Background: an optimization exercise with open tools, aiming at small area and a short achievable clock period. Do not read the settings as production practice. Function was checked by simulation only, so behaviour that the tests miss may differ from the original. Power figures rest on the tool's default switching activity, not on a simulated workload.

==> flow/design.v (excerpt) <==
module cpu_top(
    input wire clk,
    input wire rst_n,
    input wire [31:0] rData,
    input wire [31:0] inst,
    output wire [31:0] pc,
    output wire [31:0] display,
    output wire [31:0] addr,
    output wire [31:0] wData,
    output wire wen,
    output wire [31:0] rdata_19
);
assign display = inst;
assign pc = pc_r;
reg         rst_n_reg;
reg  [31:0] pc_r;
reg  [31:0] inst_ID;
reg         valid_ID;
reg         first_ID;
reg  [31:0] rD1_EX;       
reg  [31:0] bq_EX;        
reg  [31:0] sd_EX;        
reg  [4:0]  wR_EX;
reg         A_reg, A_c, A_slot, A_wb;
reg         B_q, B_c, B_cn, B_slot, B_slotn, B_wb, B_wbn;
reg         S_reg, S_c, S_slot, S_wb;
reg         H_q, H_c, H_slot, H_wb;
reg         op_sub, op_and, op_or, op_xor, op_sll, op_srl, op_sra;
reg         RF_we_EX, Dram_we_EX, link_EX, load_EX;
reg         br_EX, jmp_EX, brlt_EX, brinv_EX;
reg  [7:0]  eqg_EX, ltg_EX;
wire breq_EX = &eqg_EX;
wire [3:0] eqh = {eqg_EX[7] & eqg_EX[6], eqg_EX[5] & eqg_EX[4], eqg_EX[3] & eqg_EX[2], eqg_EX[1] & eqg_EX[0]};
wire [3:0] lth = {ltg_EX[7] | eqg_EX[7] & ltg_EX[6], ltg_EX[5] | eqg_EX[5] & ltg_EX[4],
                  ltg_EX[3] | eqg_EX[3] & ltg_EX[2], ltg_EX[1] | eqg_EX[1] & ltg_EX[0]};
wire brlt_v  = lth[3] | eqh[3] & (lth[2] | eqh[2] & (lth[1] | eqh[1] & lth[0]));
  ...
For scale: roughly 4900 cells after synthesis, about 1400 flip-flops, roughly 0.063 mm² of cells after synthesis.
clock: 8.5 ns
lec_check: 0
cap_margin: 20
core_margin: 2
core_utilization: 40
cts_cluster_diameter: 90
cts_cluster_size: 25
place_density: 0.5
setup_slack_margin: 4.7
slew_margin: 20
synth_hierarchical: 1
synth_minimum_keep_size: 0
standard.sh (not shown) runs the stock make flow with config.mk's settings and CLKGATE_MAP_FILE= SYNTH_SCRIPT=/design/flow/synth_recipe.tcl, a recipe that flattens the netlist after the stock synthesis.
==> flow/flow/run.sh <==
#!/bin/bash
set -uo pipefail
export BUFFER_PORTS_ARGS="-buffer_cell sky130_fd_sc_hd__buf_1"
export CTS_ARGS="-sink_clustering_enable -repair_clock_nets -sink_clustering_size 25 -sink_clustering_max_diameter 90 -dont_use_dummy_load"
bash standard.sh > standard.log 2>&1
status=$?
echo "standard.sh exited with $status"
exit $status
Next try:
--- a/flow/design.v
+++ b/flow/design.v
@@ -20,28 +20,25 @@
 reg  [31:0] rD1_EX;       
 reg  [31:0] bq_EX;        
 reg  [31:0] sd_EX;        
 reg  [4:0]  wR_EX;
 reg         A_reg, A_c, A_slot, A_wb;
 reg         B_q, B_c, B_cn, B_slot, B_slotn, B_wb, B_wbn;
 reg         S_reg, S_c, S_slot, S_wb;
 reg         H_q, H_c, H_slot, H_wb;
 reg         op_sub, op_and, op_or, op_xor, op_sll, op_srl, op_sra;
 reg         RF_we_EX, Dram_we_EX, link_EX, load_EX;
 reg         br_EX, jmp_EX, brlt_EX, brinv_EX;
-reg  [7:0]  eqg_EX, ltg_EX;
-wire breq_EX = &eqg_EX;
-wire [3:0] eqh = {eqg_EX[7] & eqg_EX[6], eqg_EX[5] & eqg_EX[4], eqg_EX[3] & eqg_EX[2], eqg_EX[1] & eqg_EX[0]};
-wire [3:0] lth = {ltg_EX[7] | eqg_EX[7] & ltg_EX[6], ltg_EX[5] | eqg_EX[5] & ltg_EX[4],
-                  ltg_EX[3] | eqg_EX[3] & ltg_EX[2], ltg_EX[1] | eqg_EX[1] & ltg_EX[0]};
-wire brlt_v  = lth[3] | eqh[3] & (lth[2] | eqh[2] & (lth[1] | eqh[1] & lth[0]));
+reg  [31:0] rs1raw_EX;    
+wire breq_EX = (rs1raw_EX == sd_EX);
+wire brlt_v  = $signed(rs1raw_EX) < $signed(sd_EX);
 wire npc_op_EX = jmp_EX | br_EX & ((brlt_EX ? brlt_v : breq_EX) ^ brinv_EX);
 reg  [31:0] c_MEM;
 reg  [31:0] slot_MEM;
 reg  [4:0]  wR_MEM;
 reg         RF_we_MEM, Dram_we_MEM, link_MEM, load_MEM;
 reg  [31:0] RF_wd_WB;
 reg  [4:0]  wR_WB;
 reg         RF_we_WB;
 wire [31:0] a = ({32{A_reg}}  & rD1_EX)
               | ({32{A_c}}    & c_MEM)
               | ({32{A_slot}} & slot_MEM)
@@ -160,31 +157,22 @@
 wire isJALR = valid_ID & (opc == 7'b1100111) & (f3 == 3'b000);
 wire isSW   = valid_ID & (opc == 7'b0100011) & (f3 == 3'b010);
 wire isBR   = valid_ID & (opc == 7'b1100011) & ((f3 == 3'b000) | (f3 == 3'b001) | (f3 == 3'b100) | (f3 == 3'b101));
 wire isLUI  = valid_ID & (opc == 7'b0110111);
 wire isJAL  = valid_ID & (opc == 7'b1101111);
 wire isDEF  = valid_ID & ~(isR | isI | isLW | isJALR | isSW | isBR | isLUI | isJAL);
 wire rf_we  = isR | isI | isLW | isJALR | isLUI | isJAL;
 wire use1   = isR | isI | isLW | isJALR | isSW | isBR;
 wire use2   = isR | isSW | isBR;
 wire asel   = isR | isI | isLW | isJALR | isSW | isDEF;
 wire selImm = isI | isLW | isJALR | isSW | isBR | isJAL;
-wire [7:0] eqg_ID, ltg_ID;
-generate for (gi = 0; gi < 8; gi = gi + 1) begin : g_cmp
-    assign eqg_ID[gi] = rf_rd1[4*gi+3:4*gi] == rf_rd2[4*gi+3:4*gi];
-    if (gi == 7) begin : g_s
-        assign ltg_ID[gi] = $signed(rf_rd1[31:28]) < $signed(rf_rd2[31:28]);
-    end else begin : g_u
-        assign ltg_ID[gi] = rf_rd1[4*gi+3:4*gi] < rf_rd2[4*gi+3:4*gi];
-    end
-end endgenerate
 wire hE1 = RF_we_EX  & (wR_EX  == rs1) & (wR_EX  != 5'd0) & use1;
 wire hM1 = RF_we_MEM & (wR_MEM == rs1) & (wR_MEM != 5'd0) & use1;
 wire hW1 = RF_we_WB  & (wR_WB  == rs1) & (wR_WB  != 5'd0) & use1;
 wire hE2 = RF_we_EX  & (wR_EX  == rs2) & (wR_EX  != 5'd0) & use2;
 wire hM2 = RF_we_MEM & (wR_MEM == rs2) & (wR_MEM != 5'd0) & use2;
 wire hW2 = RF_we_WB  & (wR_WB  == rs2) & (wR_WB  != 5'd0) & use2;
 wire aluEX = ~link_EX & ~load_EX;
 wire stall = (hE1 | hE2) & aluEX;
 wire flushX = npc_op_EX | stall;
 wire f1_slot = hE1 & link_EX;
 wire f1_c    = hE1 & ~link_EX & (load_EX | hM1 | hW1);
@@ -228,25 +216,24 @@
         first_ID <= ~rst_n_reg;
     end
 always @(posedge clk or negedge rst_n)
     if (!rst_n)          valid_ID <= 1'b0;
     else if (npc_op_EX)  valid_ID <= 1'b0;
     else if (!stall)     valid_ID <= 1'b1;
 always @(posedge clk) begin
     rD1_EX <= a_fw ? rd1_ID : pc_ID;
     bq_EX  <= selImm ? {{11{imm_ID[20]}}, imm_ID} :
               isLUI  ? {inst_ID[31:12], 12'b0} :
               d_sub  ? ~rd2_ID : rd2_ID;
-    sd_EX  <= (isJAL | isJALR) ? link_ID : rd2_ID;
-    eqg_EX <= eqg_ID;
-    ltg_EX <= ltg_ID;
+    sd_EX  <= (isJAL | isJALR) ? link_ID : (isBR ? rf_rd2 : rd2_ID);
+    rs1raw_EX <= rf_rd1;
     brlt_EX  <= f3[2];
     brinv_EX <= f3[0];
     wR_EX  <= inst_ID[11:7];
 end
 always @(posedge clk or negedge rst_n)
     if (!rst_n) begin
         A_reg <= 1'b0; A_c <= 1'b0; A_slot <= 1'b0; A_wb <= 1'b0;
         B_q <= 1'b0; B_c <= 1'b0; B_cn <= 1'b0; B_slot <= 1'b0; B_slotn <= 1'b0;
         B_wb <= 1'b0; B_wbn <= 1'b0;
         S_reg <= 1'b0; S_c <= 1'b0; S_slot <= 1'b0; S_wb <= 1'b0;
         H_q <= 1'b0; H_c <= 1'b0; H_slot <= 1'b0; H_wb <= 1'b0;
What happened: Register-to-register slack is worse by 0.14 ns; first-iteration DRC count came out lower by 0.94%; synthesized cell count came out higher by 2.7%; clock skew came out higher by 0.018 ns; total power came out higher by 1.4%; routed wire length came out higher by 3.0%; non-clock buffer count came out higher by 30; sequential share of layout area came out lower by 0.75 points; worst hold slack is worse by 0.0062 ns; clock power came out higher by about 2%; maximum frequency came out lower by 3.5%; die area came out higher by 1.7%; critical path depth stays the same.

[separate check: timing with driven ports]
Ports are ideal in the flow. The routed layouts listed here were re-timed in OpenROAD.
Step 1 sets driving cells, clkbuf_16 on the clock port and buf_2 on the other inputs (assumed; they add their load-dependent delay and slew).
Step 2 also shifts input and output timing later by t, the mid clock arrival at the registers, as if the neighbouring blocks saw the same clock.
Three values: no drivers, after step 1, after step 2; two values: the first two.
run	t (ns)	slack for setup (ns)	worst hold slack (ns)	clock arrival spread, ns
the first run	0.761	4.663 / 4.663 / 4.663	0.349 / 0.349 / 0.349	0.117 / 0.116
the second run	0.784	4.525 / 4.525 / 4.525	0.343 / 0.343 / 0.343	0.140 / 0.140
After both steps setup and hold are still met in every run listed.
